From an optimization exercise on the open Yosys and OpenROAD flow, aimed at small area and a short achievable clock period; shortcuts taken in it are not production practice. Only simulation tests tie the RTL to the original design; equivalence was not proved.

==> design/flow/design.v <==
`timescale 1ns / 1ps
module top(
    input clk,
    input reset,
    input [17:0] U0, 
    input [17:0] U1,
    input [17:0] U2,
    output [17:0] Y0,
    output [17:0] Y1
    );
wire [6:0] idx0,idx1,idx2,idx3;
reg [1:0] n;
reg [17:0] x0,x1,x2,x3;
reg [17:0] tanh[127:0];
reg [17:0] b[11:0];
reg [17:0] c[7:0];
reg [17:0] w[63:0];
wire [17:0] m00,m01,m02,m03;
wire [17:0] m10,m11,m12,m13;
wire [17:0] m20,m21,m22,m23;
wire [17:0] m30,m31,m32,m33;
wire [17:0] mx00,mx01,mx02;
wire [17:0] mx10,mx11,mx12;
wire [17:0] mx20,mx21,mx22;
wire [17:0] mx30,mx31,mx32;
wire [17:0] my00,my01,my02,my03;
wire [17:0] my10,my11,my12,my13;
wire [17:0] w00,w01,w02,w03;
wire [17:0] w10,w11,w12,w13;
wire [17:0] w20,w21,w22,w23;
wire [17:0] w30,w31,w32,w33;
initial
begin
	$readmemb("nn_tanh.mem",tanh);
	$readmemb("nn_b.mem",b);
	$readmemb("nn_c.mem",c);
	$readmemb("nn_w.mem",w);
end
assign w00 = (n == 0) ? 18'd0 : w[{n,4'd0}];
assign w01 = (n == 0) ? 18'd0 : w[{n,4'd4}];
assign w02 = (n == 0) ? 18'd0 : w[{n,4'd8}];
assign w03 = (n == 0) ? 18'd0 : w[{n,4'd12}];
assign w10 = (n == 0) ? 18'd0 : w[{n,4'd1}];
assign w11 = (n == 0) ? 18'd0 : w[{n,4'd5}];
assign w12 = (n == 0) ? 18'd0 : w[{n,4'd9}];
assign w13 = (n == 0) ? 18'd0 : w[{n,4'd13}];
assign w20 = (n == 0) ? 18'd0 : w[{n,4'd2}];
assign w21 = (n == 0) ? 18'd0 : w[{n,4'd6}];
assign w22 = (n == 0) ? 18'd0 : w[{n,4'd10}];
assign w23 = (n == 0) ? 18'd0 : w[{n,4'd14}];
assign w30 = (n == 0) ? 18'd0 : w[{n,4'd3}];
assign w31 = (n == 0) ? 18'd0 : w[{n,4'd7}];
assign w32 = (n == 0) ? 18'd0 : w[{n,4'd11}];
assign w33 = (n == 0) ? 18'd0 : w[{n,4'd15}];
assign m00 = ({18'd0,w00} * {18'd0,x0}) >> 12;
assign m01 = ({18'd0,w01} * {18'd0,x1}) >> 12;
assign m02 = ({18'd0,w02} * {18'd0,x2}) >> 12;
assign m03 = ({18'd0,w03} * {18'd0,x3}) >> 12;
assign m10 = ({18'd0,w10} * {18'd0,x0}) >> 12;
assign m11 = ({18'd0,w11} * {18'd0,x1}) >> 12;
assign m12 = ({18'd0,w12} * {18'd0,x2}) >> 12;
assign m13 = ({18'd0,w13} * {18'd0,x3}) >> 12;
assign m20 = ({18'd0,w20} * {18'd0,x0}) >> 12;
assign m21 = ({18'd0,w21} * {18'd0,x1}) >> 12;
assign m22 = ({18'd0,w22} * {18'd0,x2}) >> 12;
assign m23 = ({18'd0,w23} * {18'd0,x3}) >> 12;
assign m30 = ({18'd0,w30} * {18'd0,x0}) >> 12;
assign m31 = ({18'd0,w31} * {18'd0,x1}) >> 12;
assign m32 = ({18'd0,w32} * {18'd0,x2}) >> 12;
assign m33 = ({18'd0,w33} * {18'd0,x3}) >> 12;
assign mx30 = ({18'd0,b[3]} *{18'd0,U0}) >> 12;
assign mx31 = ({18'd0,b[7]} *{18'd0,U1}) >> 12;
assign mx32 = ({18'd0,b[11]}*{18'd0,U2}) >> 12;
assign mx20 = ({18'd0,b[2]} *{18'd0,U0}) >> 12;
assign mx21 = ({18'd0,b[6]} *{18'd0,U1}) >> 12;
assign mx22 = ({18'd0,b[10]}*{18'd0,U2}) >> 12;
assign mx10 = ({18'd0,b[1]} *{18'd0,U0}) >> 12;
assign mx11 = ({18'd0,b[5]} *{18'd0,U1}) >> 12;
assign mx12 = ({18'd0,b[9]} *{18'd0,U2}) >> 12;
assign mx00 = ({18'd0,b[0]} *{18'd0,U0}) >> 12;
assign mx01 = ({18'd0,b[4]} *{18'd0,U1}) >> 12;
assign mx02 = ({18'd0,b[8]} *{18'd0,U2}) >> 12;
assign idx0 = (m00 + m01 + m02 + m03) >> 11;
assign idx1 = (m10 + m11 + m12 + m13) >> 11;
assign idx2 = (m20 + m21 + m22 + m23) >> 11;
assign idx3 = (m30 + m31 + m32 + m33) >> 11;
always@(posedge clk)
begin
	if(reset)
	begin
		x3 <= 0;
		x2 <= 0;
		x1 <= 0;
		x0 <= 0;
		n  <= 0;
	end
	else
	begin
		if(n == 0)begin
			x0 <= mx00 + mx01 + mx02;
			x1 <= mx10 + mx11 + mx12;
			x2 <= mx20 + mx21 + mx22;
			x3 <= mx30 + mx31 + mx32;
		end
		else
		begin
			x0 <= tanh[idx0]+ mx00 + mx01 + mx02;
			x1 <= tanh[idx1]+ mx10 + mx11 + mx12;
			x2 <= tanh[idx2]+ mx20 + mx21 + mx22;
			x3 <= tanh[idx3]+ mx30 + mx31 + mx32;
		end
		if(n == 3)begin
			n <= 0;
		end
		else
		begin
			n <= n + 1;
		end
	end
end
assign my00 = ({18'd0,c[0]}*{18'd0,x0}) >> 12;
assign my01 = ({18'd0,c[2]}*{18'd0,x1}) >> 12;
assign my02 = ({18'd0,c[4]}*{18'd0,x2}) >> 12;
assign my03 = ({18'd0,c[6]}*{18'd0,x3}) >> 12;
assign my10 = ({18'd0,c[1]}*{18'd0,x0}) >> 12;
assign my11 = ({18'd0,c[3]}*{18'd0,x1}) >> 12;
assign my12 = ({18'd0,c[5]}*{18'd0,x2}) >> 12;
assign my13 = ({18'd0,c[7]}*{18'd0,x3}) >> 12;
assign Y0 = (my00 + my01 + my02 + my03);
assign Y1 = (my10 + my11 + my12 + my13);
endmodule
==> design/flow/nn_b.mem <==
000000110100001001
000000111001111110
000000001000001000
000000111010011101
000000101000011110
000000000110001111
000000010001110100
000000100011000000
000000111101010001
000000111101110000
000000001010000101
000000111110000111
==> design/flow/nn_c.mem <==
000011110000011001
000100011101000101
000001010001101000
000100110010111110
000010100001111010
000010101111000110
000011011111101101
000000101100010111
==> design/flow/nn_tanh.mem <==
000000000000000000
000000001111101011
000000011101100100
000000101000101001
000000110000101111
000000110110010010
000000111001111011
000000111100001111
000000111101101100
000000111110100101
000000111111001001
000000111111011110
000000111111101011
000000111111110011
000000111111111000
000000111111111011
000000111111111101
000000111111111110
000000111111111110
000000111111111111
000000111111111111
000000111111111111
000000111111111111
000000111111111111
000000111111111111
000000111111111111
000000111111111111
000000111111111111
000000111111111111
000000111111111111
000000111111111111
000000111111111111
000000111111111111
000000111111111111
000000111111111111
000000111111111111
000000111111111111
000000111111111111
000000111111111111
000000111111111111
000000111111111111
000000111111111111
000000111111111111
000000111111111111
000000111111111111
000000111111111111
000000111111111111
000000111111111111
000000111111111111
000000111111111111
000000111111111111
000000111111111111
000000111111111111
000000111111111111
000000111111111111
000000111111111111
000000111111111111
000000111111111111
000000111111111111
000000111111111111
000000111111111111
000000111111111111
000000111111111111
000000111111111111
000000111111111111
000000111111111111
000000111111111111
000000111111111111
000000111111111111
000000111111111111
000000111111111111
000000111111111111
000000111111111111
000000111111111111
000000111111111111
000000111111111111
000000111111111111
000001000000000000
000001000000000000
000001000000000000
000001000000000000
000001000000000000
000001000000000000
000001000000000000
000001000000000000
000001000000000000
000001000000000000
000001000000000000
000001000000000000
000001000000000000
000001000000000000
000001000000000000
000001000000000000
000001000000000000
000001000000000000
000001000000000000
000001000000000000
000001000000000000
000001000000000000
000001000000000000
000001000000000000
000001000000000000
000001000000000000
000001000000000000
000001000000000000
000001000000000000
000001000000000000
000001000000000000
000001000000000000
000001000000000000
000001000000000000
000001000000000000
000001000000000000
000001000000000000
000001000000000000
000001000000000000
000001000000000000
000001000000000000
000001000000000000
000001000000000000
000001000000000000
000001000000000000
000001000000000000
000001000000000000
000001000000000000
000001000000000000
000001000000000000
000001000000000000
==> design/flow/nn_w.mem <==
000000000000000000
000000000000000000
000000000000000000
000000000000000000
000000000000000000
000000000000000000
000000000000000000
000000000000000000
000000000000000000
000000000000000000
000000000000000000
000000000000000000
000000000000000000
000000000000000000
000000000000000000
000000000000000000
001001100100100101
000100110110101000
001000000000001011
000001011010110011
000100001101111011
001001001010000100
000111111011000000
001001100110000100
000110100011101011
000000010110110110
001000011111011100
001001010101110000
000110110010011000
000111100100111101
000111011011100110
000011111011000001
000110100011100000
000001101101100011
000111000011110111
000000010100010111
000010110001001110
000000011101100011
000000111110001010
001000001111000000
000110111100101100
000011001010111100
001001100000001001
000000010110000010
000100011000110010
000011110100001100
000111101001111011
000111111100111011
000001110111100110
000100111001011100
000100011101001011
000110011101101000
000111000101111111
000111100010111111
000010110000101001
000110110011000000
000110100011010000
000001101000000100
000001001100001010
000100111110111100
001001100110001111
000011011001110110
000101110110100100
000010001111001111
==> design/flow/run.sh <==
#!/bin/bash
# synth_recipe.tcl (not shown) runs the flow's synth.tcl, then flattens the netlist and writes it again
# the make line also repeats each setting of config.mk as NAME=value (left out here)
make -C /OpenROAD-flow-scripts/flow DESIGN_CONFIG=/design/flow/config.mk WORK_HOME=/design/flow/orfs CLKGATE_MAP_FILE= SYNTH_SCRIPT=/design/flow/synth_recipe.tcl finish
==> design/flow/config.mk <==
export PLATFORM = sky130hd
export DESIGN_NAME = top
export DESIGN_NICKNAME = top
export VERILOG_FILES = /design/flow/design.v
export SDC_FILE = /design/flow/constraint.sdc
export NUM_CORES = 4
export LEC_CHECK = 0
export CAP_MARGIN = 20
export CORE_MARGIN = 2
export CORE_UTILIZATION = 40
export SLEW_MARGIN = 20
==> design/flow/constraint.sdc <==
create_clock -name core_clock -period 20.0 [get_ports {clk}]
set_input_delay 4.0000 -clock core_clock [delete_from_list [all_inputs] [get_ports {clk}]]
set_output_delay 4.0000 -clock core_clock [all_outputs]
set_load 0.01 [all_outputs]
==> metrics.md <==
| Metric | Value |
|---|---|
| Post-synthesis mux area share | 0.001592 |
| GRT Total Usage | 0.2950 |
| Number of global-route vias before repair | 145900 |
| Post-route cell area | between 0.2 and 0.25 mm² |
| Detailed placement HPWL | approximately 630000 µm |
| Setup Fix Bufs, Post-CTS | 0 |
| Routed Antenna Nets | 0 |
| Xor/xnor share of the synthesized area | 0.04509 |
| Crit. End Element | flip-flop |
| Sequential area share after synthesis | 0.008908 |
| Leading cell type in the layout, fill and taps excluded | inv_1 |
| Die height | 695.1 µm |
| Number of synthesized flops with an enable pin | 0 |
| Post-CTS sizing | 0 |
| Cell area after synthesis | about 0.19 mm² |
| I/O Pins | 92 |
| DRC errors left | 0 |
| Yosys warns | 1 |
| Die Wd | about 700 µm |
| Placed cell area | around 0.20 mm² |
| Post-synthesis compound-gate area fraction | 0.05709 |
| Worst EP required | 20.28 ns |
| P&R area growth vs syn | 5.556% |
| # rows | 253 |
| # hold bufs at CTS | 0 |
| Ys flop type | dfxtp_1 |
| Wire length per cell | 26.44 µm |
| Die area | between 0.4 and 0.5 mm² |
| Slew Limit Fails | 0 |
| Worst slew pin tran | 1.294 ns |
| Post-Syn Instances | ~20000 |
| Period utilization | 0.9246 |
| Adder-cell share of the synthesized area | 0.6942 |
| Setup Crit Path Kind | flip-flop to flip-flop |
| Nets | 28320 |
| Post-synth ARST share | 0 |
| 1st-iter DRT viols | a little over 10000 |
| Critical Path Start | n[0]$_SDFF_PP0_ |
| RR Startpoint | n[0]$_SDFF_PP0_ |
| Setup crit start kind | flip-flop |
| Skew-Pair Late Insertion Delay | 0.42 ns |
| Mean Syn Cell Area | 9.535 µm² |
| Syn_nets | 28200 |
| Total grt overflow | 0 |
| Clock-pin slew on the worst setup and hold paths | 0.10 ns |
| RSZ-0062 raised after global routing | no |
| Synth cell types | 94 |
| H-Tree Depth | 3 |
| R2R setup slack | 1.51 ns |
| Clk root buf | clkbuf_16 |
| Final setup fails | 0 |
| Critical Path Slowest Stage Cell | mux2i_1 |
| Via Count | 136100 |
| CTS tree | built |
| Final TNS setup | 0 ns |
| Starting density of the core | 0.4021 |
| Number of max-cap violations | 0 |
| Combinational family with the most area after synthesis | adder cells |
| Total Routed Length | 701600 µm |
| Clock Sinks | 85 |
| Commonest non-fill, non-tap cells in the layout | 6359 x inv_1, 4143 x fa_1, 3969 x ha_1 |
| Clock Path Buffers | 2 |
| Critical Path Sink | x1[17]$_SDFF_PP0_ |
| Min cycle time layout | 18.49 ns |
| GP Congestion | roughly 1.0 |
| Arr. time, crit path | ~19 ns |
| Reg2Reg Depth | 52 |
| Fmax | roughly 54 MHz |
| Hold Path Stages | 1 |
| Simple-gate share of the synthesized area | 0.06381 |
| Worst Hold Class | flip-flop to flip-flop |
| Worst path most repeated cell | fa_1 |
| Worst path max stage delay | roughly 0.94 ns |
| Layout cells sized above 1 | 0.02247 |
| Vias per std cell | 5.130 |
| Final hold violations | 0 |
| Critical Path Fanout Max | 54 |
| Max-Slew Margin vs Limit | 0.1314 |
| Clock Skew | roughly 0.037 ns |
| Reg2Reg Capture Point | x1[17]$_SDFF_PP0_ |
| Largest net degree at the start of global routing | 73 |
| IO buf count | 91 |
| Drt first pass iters | 6 |
| Status | no timing/DRC/antenna violations |
| Num CTS Buffers | 9 |
| Number of synthesized register bits | 85 |
| Core area | 0.4751 mm² |
| Initial antenna violation count | 26 |
| First-pass GRT wire length | around 1000000 µm |
| Layout filler cell count | 46910 |
## metrics by stage
step / hold WS (ns) / cells / utilization / worst slack (ns)
6_report: 0.4793 / 26540 / 0.4244 / 1.508
5_1_grt: 0.5076 / 26530 / 0.4244 / 0.9855
4_1_cts: 0.4709 / 26530 / 0.4242 / 1.782
3_5_place_dp: 0.4575 / 26520 / 0.4236 / 1.864
3_3_place_gp: 0.4588 / 26520 / 0.4234 / 1.557
2_1_floorplan: 0.4173 / 20040 / - / 5.828
## critical path: cells and delay by family (launching register included)
kind / cells / cell delay (ns)
fa+ha+maj: 14 / 5.60
xor+xnor: 5 / 2.42
flops: 1 / 0.37
mux: 1 / 0.94
simple gates: 10 / 3.35
compound gates: 18 / 4.49
buf+inv: 4 / 0.99
## cells by family (layout without fill, tap and decap cells)
family,after synthesis,after routing
multiplexers,30,30
flip-flops,85,85
other,0,7
AND/OR/NAND/NOR,2585,2585
XOR/XNOR,963,963
AO/OA/AOI/OAI,1683,1683
adder cells (fa/ha/maj),8113,8113
buffers and inverters,6576,6698
## synthesized netlist by cell type (16+ instances only)
master,n,area [µm²]
a211o_1,22,192.7
a211oi_1,54,405.4
a21boi_0,19,142.6
a21o_1,226,1697
a21oi_1,510,2552
a31o_2,19,166.4
a31oi_1,64,400.4
and2_1,227,1420
and3_1,67,419.2
buf_1,25,93.84
clkbuf_1,168,630.6
dfxtp_1,85,1702
fa_1,4143,82940
ha_1,3970,49670
inv_1,6360,23870
mux2i_1,27,270.3
nand2_1,805,3022
nand2b_1,88,550.5
nand3_1,137,685.7
nand4_1,38,237.7
nor2_1,671,2519
nor2b_1,153,957.2
nor3_1,165,825.8
o211ai_1,32,240.2
o21a_1,137,1028
o21ai_0,295,1476
o21bai_1,75,563.0
o22ai_1,16,100.1
o31a_1,19,166.4
o31ai_1,31,232.7
or2_2,106,663.1
or3_1,64,400.4
xnor2_1,593,5194
xor2_1,357,3127
## per-layer routing
| metal | up-vias | part of all wire | global-route usage |
|---|---|---|---|
| met5 | - | 0.00055 | 0 |
| met4 | 16 | 0.069 | 0.1580 |
| met3 | 1049 | 0.081 | 0.05996 |
| met2 | 4731 | 0.44 | 0.4573 |
| met1 | 69450 | 0.41 | 0.3877 |
| li1 | 60890 | - | - |
## cell type report
cell class | count | area, µm² | share of cell area
diodes | 7 | 17.52 | 0.00008687
inverters | 6371 | 23910 | 0.1186
clock inverters | 7 | 87.58 | 0.0004343
well taps | 6375 | 7976 | 0.03956
repair buffers | 311 | 2633 | 0.01306
flip-flops and latches | 85 | 1709 | 0.008476
clock buffers | 9 | 225.2 | 0.001117
multi-input cells | 13370 | 165100 | 0.8187
## worst min path at each step
stage	startpoint	endpoint	slack, ns
6_report	n[0]$_SDFF_PP0_	flip-flop	0.48
5_1_grt	n[0]$_SDFF_PP0_	flip-flop	0.51
4_1_cts	n[0]$_SDFF_PP0_	flip-flop	0.47
3_5_place_dp	n[0]$_SDFF_PP0_	flip-flop	0.46
3_3_place_gp	n[0]$_SDFF_PP0_	flip-flop	0.46
2_1_floorplan	n[0]$_SDFF_PP0_	flip-flop	0.42

==> separate check: timing with driven ports <==
The flow's constraints put no driver on any port. The routed layout listed below was extracted and timed again, unchanged, in two steps. Step 1 sets driving cells, clkbuf_16 on the clock port and buf_2 on the other inputs (assumed; they add their load-dependent delay and slew). Step 2 times the ports against the registers' clock, not the clock port: input delays grow and output delays shrink by t, the midpoint of the rising clock arrivals with the driver on. Three values: ideal, step 1, step 2; two values: the first two.
t (ns): 0.481
setup WS [ns]: 1.508 / 1.508 / 1.508
clock arrival spread, ns: 0.038 / 0.037
worst register clock-pin slew, ns: 0.11 / 0.11
cell pins on the clock port's net: 1
After both steps setup and hold are still met in this run. For this run, drivers alone change the setup slack by 0.000 ns; drivers and shift together by 0.000 ns.
